What follows belongs to an exercise in optimizing a design on an open flow for small area, a short achievable clock period and few clock cycles; a production flow would make more cautious choices.
Power is estimated from default activity; no workload was simulated.

==> flow/design.v <==
module algo_3_final (
    input  wire        clk,
    input  wire        reset,       
    input  wire        trigger,     
    input  wire        pix_valid,
    input  wire [7:0]  pix_data,
    output wire        pix_ready,
    input  wire [10:0] data_ram_i,
    output wire [10:0] data_ram_o,
    output wire [10:0] addr_ram,
    output wire        we,
    input  wire [13:0] data_ram_energia_i,
    output wire [13:0] data_ram_energia_o,
    output wire [10:0] addr_ram_energia,
    input  wire [5:0]  data_ram_cantidad_i,
    output wire [5:0]  data_ram_cantidad_o,
    output wire [10:0] addr_ram_cantidad,
    output wire        fin_signal
);
  localparam integer PIXELS  = 7081;
  localparam integer RING    = 99;     
  localparam integer DLY     = 92;     
  function [6:0] step7(input [6:0] x);
    step7 = {x[5:0], x[6] ^ x[5]};
  endfunction
  function [12:0] step13(input [12:0] x);
    step13 = {x[11:0], x[12] ^ x[3] ^ x[2] ^ x[0]};
  endfunction
  function [6:0] after7(input integer n);
    integer k;
    begin
      after7 = 7'd1;
      for (k = 0; k < n; k = k + 1) after7 = step7(after7);
    end
  endfunction
  function [12:0] after13(input integer n);
    integer k;
    begin
      after13 = 13'd1;
      for (k = 0; k < n; k = k + 1) after13 = step13(after13);
    end
  endfunction
  localparam [6:0]  COL95  = after7(94);         
  localparam [6:0]  COL97  = after7(96);
  localparam [6:0]  RINGE  = after7(RING - 1);   
  localparam [6:0]  WPTRE  = after7(DLY - 1);    
  localparam [12:0] REM1   = after13(PIXELS - 1);  
  reg  restart;
  always @(posedge clk) restart <= !reset || trigger;
  reg        fin, rdy, we_r;
  reg [12:0] rem;         
  reg        open;        
  reg [7:0]  vb;          
  reg        vb_valid;
  reg [1:0]  st;          
  reg        fwr;         
  reg        clr;         
  reg [10:0] a_e;
  reg [13:0] d_e;
  reg [5:0]  d_c;
  reg [10:0] label_r;     
  reg [10:0] lab2;        
  reg        lab1z, lab2z;
  reg [10:0] R1;          
  reg        R1z;
  reg [10:0] PP;          
  reg        PPz;
  reg [10:0] M3;          
  reg        M3z;
  reg [10:0] q0, q1, q2;  
  reg        q0z, q1z, q2z;
  reg [1:0]  qn;          
  reg        cap, cap_ok;
  reg [6:0]  wptr;        
  reg        filled;
  reg [6:0]  col;         
  reg        mL;          
  reg        mURn;        
  reg [6:0]  ring;        
  reg        i1;          
  reg [10:0] nxt;         
  reg        wrapped;
  reg [11:0] cf;          
  assign pix_ready           = rdy && !restart;
  assign we                  = we_r;
  assign fin_signal          = fin && !restart;
  assign data_ram_o          = label_r;
  assign addr_ram            = {4'd0, wptr & {7{fwr}}};    
  assign addr_ram_energia    = a_e;
  assign addr_ram_cantidad   = a_e;
  assign data_ram_energia_o  = d_e;
  assign data_ram_cantidad_o = d_c;
  wire accept = pix_valid && rdy;    
  wire can    = (st == 2'd0) || (st == 2'd3);
  wire proc   = vb_valid && can;
  wire        vnz   = |vb;
  wire [10:0] lft   = i1 ? lab2 : label_r;
  wire        gt1   = label_r > M3;
  wire        gt2   = lab2 > M3;
  wire        gt    = !mL && (i1 ? gt2 : gt1);
  wire        lftz  = mL | (i1 ? lab2z : lab1z);
  wire        allz  = lftz & M3z;
  wire        selmx = vnz & !allz;
  wire        selnx = vnz & allz;
  wire [10:0] lab   = (selmx & gt) ? lft :
                      selmx ? M3 : (selnx ? nxt : 11'd0);
  wire        labz  = !vnz | (allz & (nxt == 11'd0));
  wire        op_new = vnz & allz & !wrapped;
  wire        op_rmw = vnz & !labz & !op_new;
  wire        p_new  = proc & op_new;
  wire        p_rmw  = proc & op_rmw;
  wire        alloc  = proc & vnz & allz;
  wire [10:0] sm  = mURn ? 11'd0 : q0;
  wire        smz = mURn | q0z;
  wire [10:0] m3n = (PP < sm) ? sm : PP;
  wire        m3z = PPz & smz;
  wire [10:0] r1m = mURn ? 11'd0 : R1;
  wire        r1mz = mURn | R1z;
  wire [10:0] ppn = (r1m < q0) ? q0 : r1m;
  wire        ppz = r1mz & q0z;
  wire [10:0] din  = cap_ok ? data_ram_i : 11'd0;
  wire        dinz = (din == 11'd0);
  wire        eqr   = (cf == {1'b0, nxt});
  wire [1:0]  st_n  = p_rmw ? 2'd1 : (st == 2'd1) ? 2'd2 : (st == 2'd2) ? 2'd3 : 2'd0;
  wire        cfinc = clr | (alloc & eqr);
  wire [11:0] cf_p1 = cf + 12'd1;
  wire [11:0] cf_n  = cfinc ? cf_p1 : cf;
  wire        cfd_n = cf[11] | (&cf[10:0] & cfinc);    
  wire        fin_n = fin | (!open && !vb_valid && can && cfd_n);
  wire        we_n  = !fin_n && (st_n != 2'd1);
  wire        lab_n = p_new | p_rmw;              
  wire        lbr_n = (st == 2'd2);               
  wire        fwr_n = (proc & !op_rmw) | (st == 2'd1);
  wire        vbv_n = accept | (vb_valid & !proc);
  wire        open_n = open & !(accept & (rem == REM1));
  wire        clr_n = we_n & !lab_n & !lbr_n & (st_n != 2'd2) & !cfd_n;
  always @(posedge clk) begin
    if (restart) begin
      fin <= 1'b0; rdy <= 1'b1;
      rem <= 13'd1; open <= 1'b1;
      vb_valid <= 1'b0;
      st <= 2'd0; fwr <= 1'b0; clr <= 1'b0;
      R1 <= 11'd0; R1z <= 1'b1; PP <= 11'd0; PPz <= 1'b1; M3 <= 11'd0; M3z <= 1'b1;
      q0 <= 11'd0; q1 <= 11'd0; q2 <= 11'd0; q0z <= 1'b1; q1z <= 1'b1; q2z <= 1'b1;
      qn <= 2'd3; cap <= 1'b0;
      wptr <= 7'd1; filled <= 1'b0;
      col <= 7'd1; mL <= 1'b1; mURn <= 1'b0;
      ring <= 7'd1; i1 <= 1'b1;
      nxt <= 11'd1; wrapped <= 1'b0; cf <= 12'd1;
    end else begin
      if (accept) rem <= step13(rem);
      vb_valid <= vbv_n;
      open     <= open_n;
      rdy      <= open_n && (!vbv_n || st_n == 2'd0 || st_n == 2'd3);
      fin      <= fin_n;
      st       <= st_n;
      cf       <= cf_n;
      clr      <= clr_n;
      fwr <= fwr_n;
      if (fwr) begin
        if (wptr == WPTRE) begin wptr <= 7'd1; filled <= 1'b1; end
        else wptr <= step7(wptr);
      end
      cap <= fwr;
      qn  <= qn + {1'b0, cap} - {1'b0, proc};
      if (proc) begin
        q0 <= q1; q0z <= q1z;
        q1 <= q2; q1z <= q2z;
      end
      if (cap) begin
        if (qn == {1'b0, proc}) begin q0 <= din; q0z <= dinz; end
        if (qn == 2'd1 + {1'b0, proc}) begin q1 <= din; q1z <= dinz; end
        if (qn == 2'd2 + {1'b0, proc}) begin q2 <= din; q2z <= dinz; end
      end
      if (proc) begin
        R1 <= q0; R1z <= q0z;
        PP <= ppn; PPz <= ppz;
        M3 <= m3n; M3z <= m3z;
        col  <= (col == COL97) ? 7'd1 : step7(col);
        mL   <= (col == COL97);
        mURn <= (col == COL95);
        ring <= (ring == RINGE) ? 7'd1 : step7(ring);
        i1   <= (ring == RINGE);
        if (alloc) begin
          nxt <= nxt + 11'd1;
          if (nxt == 11'd2047) wrapped <= 1'b1;
        end
      end
    end
  end
  always @(posedge clk) begin
    if (accept) vb <= pix_data;
    we_r   <= we_n;
    cap_ok <= filled;
    a_e    <= lab_n ? lab : (lbr_n ? label_r : cf_n[10:0]);
    if (lab_n) begin
      d_e <= {6'd0, vb};
      d_c <= 6'd1;
    end else if (st == 2'd2) begin
      d_e <= data_ram_energia_i + d_e;
      d_c <= data_ram_cantidad_i + 6'd1;
    end else if (st != 2'd1) begin
      d_e <= 14'd0;
      d_c <= 6'd0;
    end
    if (proc) begin
      label_r <= lab; lab1z <= labz;
      lab2 <= label_r; lab2z <= lab1z;
    end
  end
endmodule
clock: 5.5 ns
lec_check: 0
cap_margin: 20
core_margin: 2
core_utilization: 40
cts_buf_list: sky130_fd_sc_hd__clkbuf_4 sky130_fd_sc_hd__clkbuf_8
setup_slack_margin: 3.0
slew_margin: 20
run.sh (not shown) runs the stock make flow with config.mk's settings and CLKGATE_MAP_FILE= SYNTH_SCRIPT=/design/flow/synth_recipe.tcl, a recipe that flattens the netlist after the stock synthesis.
Next try:
--- a/flow/config.mk
+++ b/flow/config.mk
@@ -7,0 +8 @@
+export ABC_AREA = 1
@@ -11,2 +12 @@
-export CTS_BUF_LIST = sky130_fd_sc_hd__clkbuf_4 sky130_fd_sc_hd__clkbuf_8
-export SETUP_SLACK_MARGIN = 3.0
+export SETUP_SLACK_MARGIN = 3.3
What happened: Setup slack gains 220 ps. Wire length goes up by 12%. Sequential cell count is unchanged. First-iteration DRC count goes up by 39%.
Next try:
--- a/flow/config.mk
+++ b/flow/config.mk
@@ -9 +9 @@
-export CAP_MARGIN = 20
+export CAP_MARGIN = 0
@@ -12,2 +12,2 @@
-export SETUP_SLACK_MARGIN = 3.3
-export SLEW_MARGIN = 20
+export SETUP_SLACK_MARGIN = 3.0
+export SLEW_MARGIN = 0
After rerunning:
- The changed run finished with timing, DRC and antenna clean
- wire length went down by 9.1%
- synthesized cell count does not change
- utilization went down by 4.1 points
- total power went down by 4.5%
- non-clock buffer count went down by 51
- worst setup slack gets worse by 160 ps
- clock power went down by about 6%
Next try:
--- a/flow/config.mk
+++ b/flow/config.mk
@@ -8,2 +8 @@
-export ABC_AREA = 1
-export CAP_MARGIN = 0
+export CAP_MARGIN = 20
@@ -13 +12 @@
-export SLEW_MARGIN = 0
+export SLEW_MARGIN = 20
Result: The changed run produced a clean layout; total power came out lower slightly; setup slack got worse by 93 ps; wire length came out lower by a few percent; register-to-register slack got worse by 220 ps; combinational power came out higher by roughly a tenth; sequential power hardly moves.
No functional check of the RTL was part of any run of this note.

-- port drivers added, routing unchanged --
No port has a modelled driver above. Below, the same layouts with a new extraction and two added sets of constraints. Step 1 sets driving cells, clkbuf_16 on the clock port and buf_2 on the other inputs (assumed; they add their load-dependent delay and slew). Step 2 times the ports against the registers' clock, not the clock port: input delays grow and output delays shrink by t, the midpoint of the rising clock arrivals with the driver on. Three values: ideal, step 1, step 2; two values: the first two.
run | t (ns) | setup slack, ns | worst setup path at the end | latest minus earliest clock arrival (ns) | slew at the worst register clock pin (ns)
the first run | 0.566 | 2.992 / 2.977 / 2.437 | input to register | 0.027 / 0.028 | 0.06 / 0.06
the second run | 0.567 | 3.210 / 3.161 / 2.817 | input to register | 0.011 / 0.011 | 0.06 / 0.06
the third run | 0.564 | 3.047 / 3.000 / 2.536 | input to register | 0.019 / 0.019 | 0.06 / 0.06
the fourth run | 0.566 | 2.954 / 2.954 / 2.450 | input to register | 0.028 / 0.028 | 0.06 / 0.06
After both steps every run listed still meets setup and hold. For the first run, which loses most, drivers alone change the setup slack by -0.015 ns; drivers and shift together by -0.555 ns.
